Background: an optimization exercise with open tools, aiming at small area. Do not read the settings as production practice.
In this exercise RTL edits were held to simulation tests only and were not proved equivalent to the original.

// solver
module solver (
    input clk,
    input reset,
    input insert,
    input advance,
    input [3:0] value,
    output [40:0] solution
);
reg [40:0] slot [0:6];
reg [6:0]  sv;
reg [40:0] j7, j8;
reg        v7, v8;
reg [2:0]  q;
reg [40:0] total;
assign solution = total;
wire       ins = insert & ~(value[3] & |value[2:0]);
wire       to_j7 = (value == 4'd7);
wire       to_j8 = (value == 4'd8);
reg [6:0] hit, sel;
reg [2:0] e;
integer k;
always @* begin
    for (k = 0; k < 7; k = k + 1) begin
        e = (k + 7 - q) % 7;
        hit[k] = advance ? (q == k) : (ins & (value == {1'b0, e}));
        sel[k] = sv[k] & hit[k];
    end
end
wire selj7 = v7 & ~advance & to_j7;
wire selj8 = v8 & ~advance & to_j8;
reg [40:0] rd;
integer m;
always @* begin
    rd = {41{selj7}} & j7 | {41{selj8}} & j8;
    for (m = 0; m < 7; m = m + 1)
        rd = rd | ({41{sel[m]}} & slot[m]);
end
wire [40:0] sa_a = rd;
wire [40:0] sa_b = {41{advance & v7}} & j7;
wire        sa_ci = ~advance;
wire [40:0] sa_p = sa_a ^ sa_b;
wire [40:0] sa_g0 = sa_a & sa_b;
wire sa_gc0 = sa_g0[0] | sa_p[0] & sa_ci;
wire sa_G0 = sa_g0[1] | sa_p[1] & sa_gc0;
wire sa_G1 = sa_g0[3] | sa_p[3] & sa_g0[2];
wire sa_P1 = sa_p[3] & sa_p[2];
wire sa_G2 = sa_g0[5] | sa_p[5] & sa_g0[4];
  ...
Size in the first run: roughly 1500 cells after synthesis, ~49 I/O pins, roughly 19000 sq um of cells after synthesis.
==> flow/config.mk <==
export PLATFORM = sky130hd
export DESIGN_NAME = solver
export DESIGN_NICKNAME = solver
export VERILOG_FILES = /design/flow/design.v
export SDC_FILE = /design/flow/constraint.sdc
export NUM_CORES = 4
export LEC_CHECK = 0
export CAP_MARGIN = 20
export CORE_MARGIN = 2
export CORE_UTILIZATION = 70
export SLEW_MARGIN = 20
==> flow/constraint.sdc <==
create_clock -name core_clock -period 9.0 [get_ports {clk}]
set_input_delay 1.8000 -clock core_clock [delete_from_list [all_inputs] [get_ports {clk}]]
set_output_delay 1.8000 -clock core_clock [all_outputs]
set_load 0.01 [all_outputs]
standard.sh (not shown) runs the stock make flow with config.mk's settings and CLKGATE_MAP_FILE= SYNTH_SCRIPT=/design/flow/synth_recipe.tcl, a recipe that flattens the netlist after the stock synthesis.
==> flow/flow/run.sh <==
#!/bin/bash
# Own layout flow:
#  1. the standard synthesis (bash standard.sh synth), unchanged;
#  2. the logic between the flip-flops re-mapped by ABC for area (flow/remap.tcl):
#     the flip-flops stay the same instances, names and cell types;
#  3. the standard ORFS layout from that netlist, with buf_2 as the port buffer
#     cell and clock tree synthesis
#     run without dummy loads and with a chosen buffer and sink clustering.
# Each tool's output goes to a log file of its own in this folder.
set -euo pipefail
here=$(pwd)
R=$here/orfs/results/$FLOW_PLATFORM/solver/base
YOSYS=${YOSYS_EXE:-$FLOW_HOME/../tools/install/yosys/bin/yosys}

bash standard.sh synth > log_1_standard_synth.txt 2>&1
cp "$R/1_2_yosys.v" "$R/1_2_yosys_std.v"

export REMAP_LIB=$FLOW_HOME/platforms/$FLOW_PLATFORM/lib/sky130_fd_sc_hd__tt_025C_1v80.lib
export REMAP_IN=$R/1_2_yosys_std.v
export REMAP_OUT=$R/1_2_yosys.v
export REMAP_TOP=$FLOW_TOP
export REMAP_D=$(python3 -c "print(int(float('$FLOW_PERIOD_NS')*1000))")
export REMAP_ABC_SCRIPT=
export REMAP_DONT_USE="$(sed -n '/DONT_USE_CELLS/,/^$/p' "$FLOW_HOME/platforms/$FLOW_PLATFORM/config.mk" | grep -o 'sky130_fd_sc_hd__[a-z0-9_]*' | tr '\n' ' ')"
"$YOSYS" -c "$here/flow/remap.tcl" > log_2_remap.txt 2>&1
rm -f "$R/1_synth.odb" "$R/1_synth.sdc"

export BUFFER_PORTS_ARGS="-buffer_cell sky130_fd_sc_hd__buf_2"
export CTS_ARGS="-sink_clustering_enable -repair_clock_nets -dont_use_dummy_load -sink_clustering_size 9 -sink_clustering_max_diameter 35 -buf_list sky130_fd_sc_hd__clkbuf_4"
bash standard.sh > log_3_layout.txt 2>&1
Other scripts of this flow, unchanged in this note and not shown: flow/flow/remap.tcl
Then changed:
--- a/flow/design.v
+++ b/flow/design.v
@@ -1,51 +1,50 @@
 module solver (
     input clk,
     input reset,
     input insert,
     input advance,
     input [3:0] value,
     output [40:0] solution
 );
 reg [40:0] slot [0:6];
 reg [6:0]  sv;
 reg [40:0] j7, j8;
-reg        v7, v8;
 reg [2:0]  q;
 reg [40:0] total;
 assign solution = total;
 wire       ins = insert & ~(value[3] & |value[2:0]);
 wire       to_j7 = (value == 4'd7);
 wire       to_j8 = (value == 4'd8);
 reg [6:0] hit, sel;
 reg [2:0] e;
 integer k;
 always @* begin
     for (k = 0; k < 7; k = k + 1) begin
         e = (k + 7 - q) % 7;
         hit[k] = advance ? (q == k) : (ins & (value == {1'b0, e}));
         sel[k] = sv[k] & hit[k];
     end
 end
-wire selj7 = v7 & ~advance & to_j7;
-wire selj8 = v8 & ~advance & to_j8;
+wire selj7 = ~advance & to_j7;
+wire selj8 = ~advance & to_j8;
 reg [40:0] rd;
 integer m;
 always @* begin
     rd = {41{selj7}} & j7 | {41{selj8}} & j8;
     for (m = 0; m < 7; m = m + 1)
         rd = rd | ({41{sel[m]}} & slot[m]);
 end
 wire [40:0] sa_a = rd;
-wire [40:0] sa_b = {41{advance & v7}} & j7;
+wire [40:0] sa_b = {41{advance}} & j7;
 wire        sa_ci = ~advance;
 wire [40:0] sa_p = sa_a ^ sa_b;
 wire [40:0] sa_g0 = sa_a & sa_b;
 wire sa_gc0 = sa_g0[0] | sa_p[0] & sa_ci;
 wire sa_G0 = sa_g0[1] | sa_p[1] & sa_gc0;
 wire sa_G1 = sa_g0[3] | sa_p[3] & sa_g0[2];
 wire sa_P1 = sa_p[3] & sa_p[2];
 wire sa_G2 = sa_g0[5] | sa_p[5] & sa_g0[4];
 wire sa_P2 = sa_p[5] & sa_p[4];
 wire sa_G3 = sa_g0[7] | sa_p[7] & sa_g0[6];
 wire sa_P3 = sa_p[7] & sa_p[6];
 wire sa_G4 = sa_g0[9] | sa_p[9] & sa_g0[8];
@@ -391,43 +390,41 @@
 wire st_G68 = st_g0[32] | st_p[32] & st_G37;
 wire st_P68 = st_p[32] & st_P37;
 wire st_G69 = st_g0[34] | st_p[34] & st_G51;
 wire st_P69 = st_p[34] & st_P51;
 wire st_G70 = st_g0[36] | st_p[36] & st_G43;
 wire st_P70 = st_p[36] & st_P43;
 wire st_G71 = st_g0[38] | st_p[38] & st_G52;
 wire st_P71 = st_p[38] & st_P52;
 wire st_G72 = st_g0[40] | st_p[40] & st_G39;
 wire st_P72 = st_p[40] & st_P39;
 wire [40:0] st_c = {st_G39, st_G71, st_G52, st_G70, st_G43, st_G69, st_G51, st_G68, st_G37, st_G67, st_G50, st_G66, st_G42, st_G65, st_G49, st_G64, st_G38, st_G63, st_G48, st_G62, st_G41, st_G61, st_G47, st_G60, st_G35, st_G59, st_G46, st_G58, st_G40, st_G57, st_G45, st_G56, st_G30, st_G55, st_G44, st_G54, st_G20, st_G53, st_G0, st_gc0, st_ci};
 wire [40:0] st_s = st_p ^ st_c;
+wire ld7 = ~advance & ins & to_j7;
+wire ld8 = ~advance & ins & to_j8;
+wire hold7 = ~advance & ~ld7 & ~reset;
+wire hold8 = ~advance & ~ld8 & ~reset;
+wire [40:0] j7_d = {41{advance}} & j8 | {41{ld7}} & sa_s | {41{hold7}} & j7;
+wire [40:0] j8_d = {41{advance}} & rd | {41{ld8}} & sa_s | {41{hold8}} & j8;
 integer w;
 always @(posedge clk) begin
+    j7 <= j7_d;
+    j8 <= j8_d;
     for (w = 0; w < 7; w = w + 1)
         if (hit[w])
             slot[w] <= sa_s;
     if (advance) begin
         sv <= sv | hit;
-        j7 <= j8;
-        v7 <= v8;
-        j8 <= rd;
-        v8 <= 1'b1;
         q <= (q == 3'd6) ? 3'd0 : q + 3'd1;
         total <= st_s;
     end else begin
         if (reset) begin
             sv <= hit;
-            v7 <= ins & to_j7;
-            v8 <= ins & to_j8;
         end else begin
             sv <= sv | hit;
-            if (ins & to_j7) v7 <= 1'b1;
-            if (ins & to_j8) v8 <= 1'b1;
         end
-        if (ins & to_j7) j7 <= sa_s;
-        if (ins & to_j8) j8 <= sa_s;
         if (reset & ~ins)
             q <= 3'd0;
         total <= st_s;
     end
 end
 endmodule
After rerunning: Global-route usage goes up by 0.26 points. Area after synthesis falls by about 2.7%. Clock-buffer cell count came out lower by 1. Sequential share of layout area falls by 2.6 points. Synthesized cell count came out higher by 2.5%. First-iteration DRC count rose by 0.43%. Utilization goes up by 0.12 points. Clock skew increases by 0.015 ns. Cell area is lower by 2.9%. Setup slack improves by 0.33 ns. Register-to-register slack is better by 0.24 ns. Final cell count came out higher by about 1.3%.

-- static timing again, ports no longer ideal --
How much do the figures lean on ideal ports? The routed layouts below were timed once more, with nothing changed but the port constraints.
Step 1 sets driving cells, clkbuf_16 on the clock port and buf_2 on the other inputs (assumed; they add their load-dependent delay and slew).
Step 2 times the ports against the registers' clock, not the clock port: input delays grow and output delays shrink by t, the midpoint of the rising clock arrivals with the driver on.
a / b / c = no drivers / after step 1 / after step 2; a / b = the first two.
run | shift t [ns] | setup WS [ns] | worst setup path after step 2 | latest minus earliest clock arrival (ns) | pins driven straight from the clock port
the first run | 0.764 | 0.623 / 0.648 / -0.116 | input to register | 0.117 / 0.118 | 1
the second run | 0.761 | 0.951 / 0.976 / 0.215 | input to register | 0.132 / 0.132 | 1
With both steps, setup timing fails in the first run, where it was met with ideal ports. For the first run, which loses most, drivers alone change the setup slack by +0.025 ns; drivers and shift together by -0.739 ns.
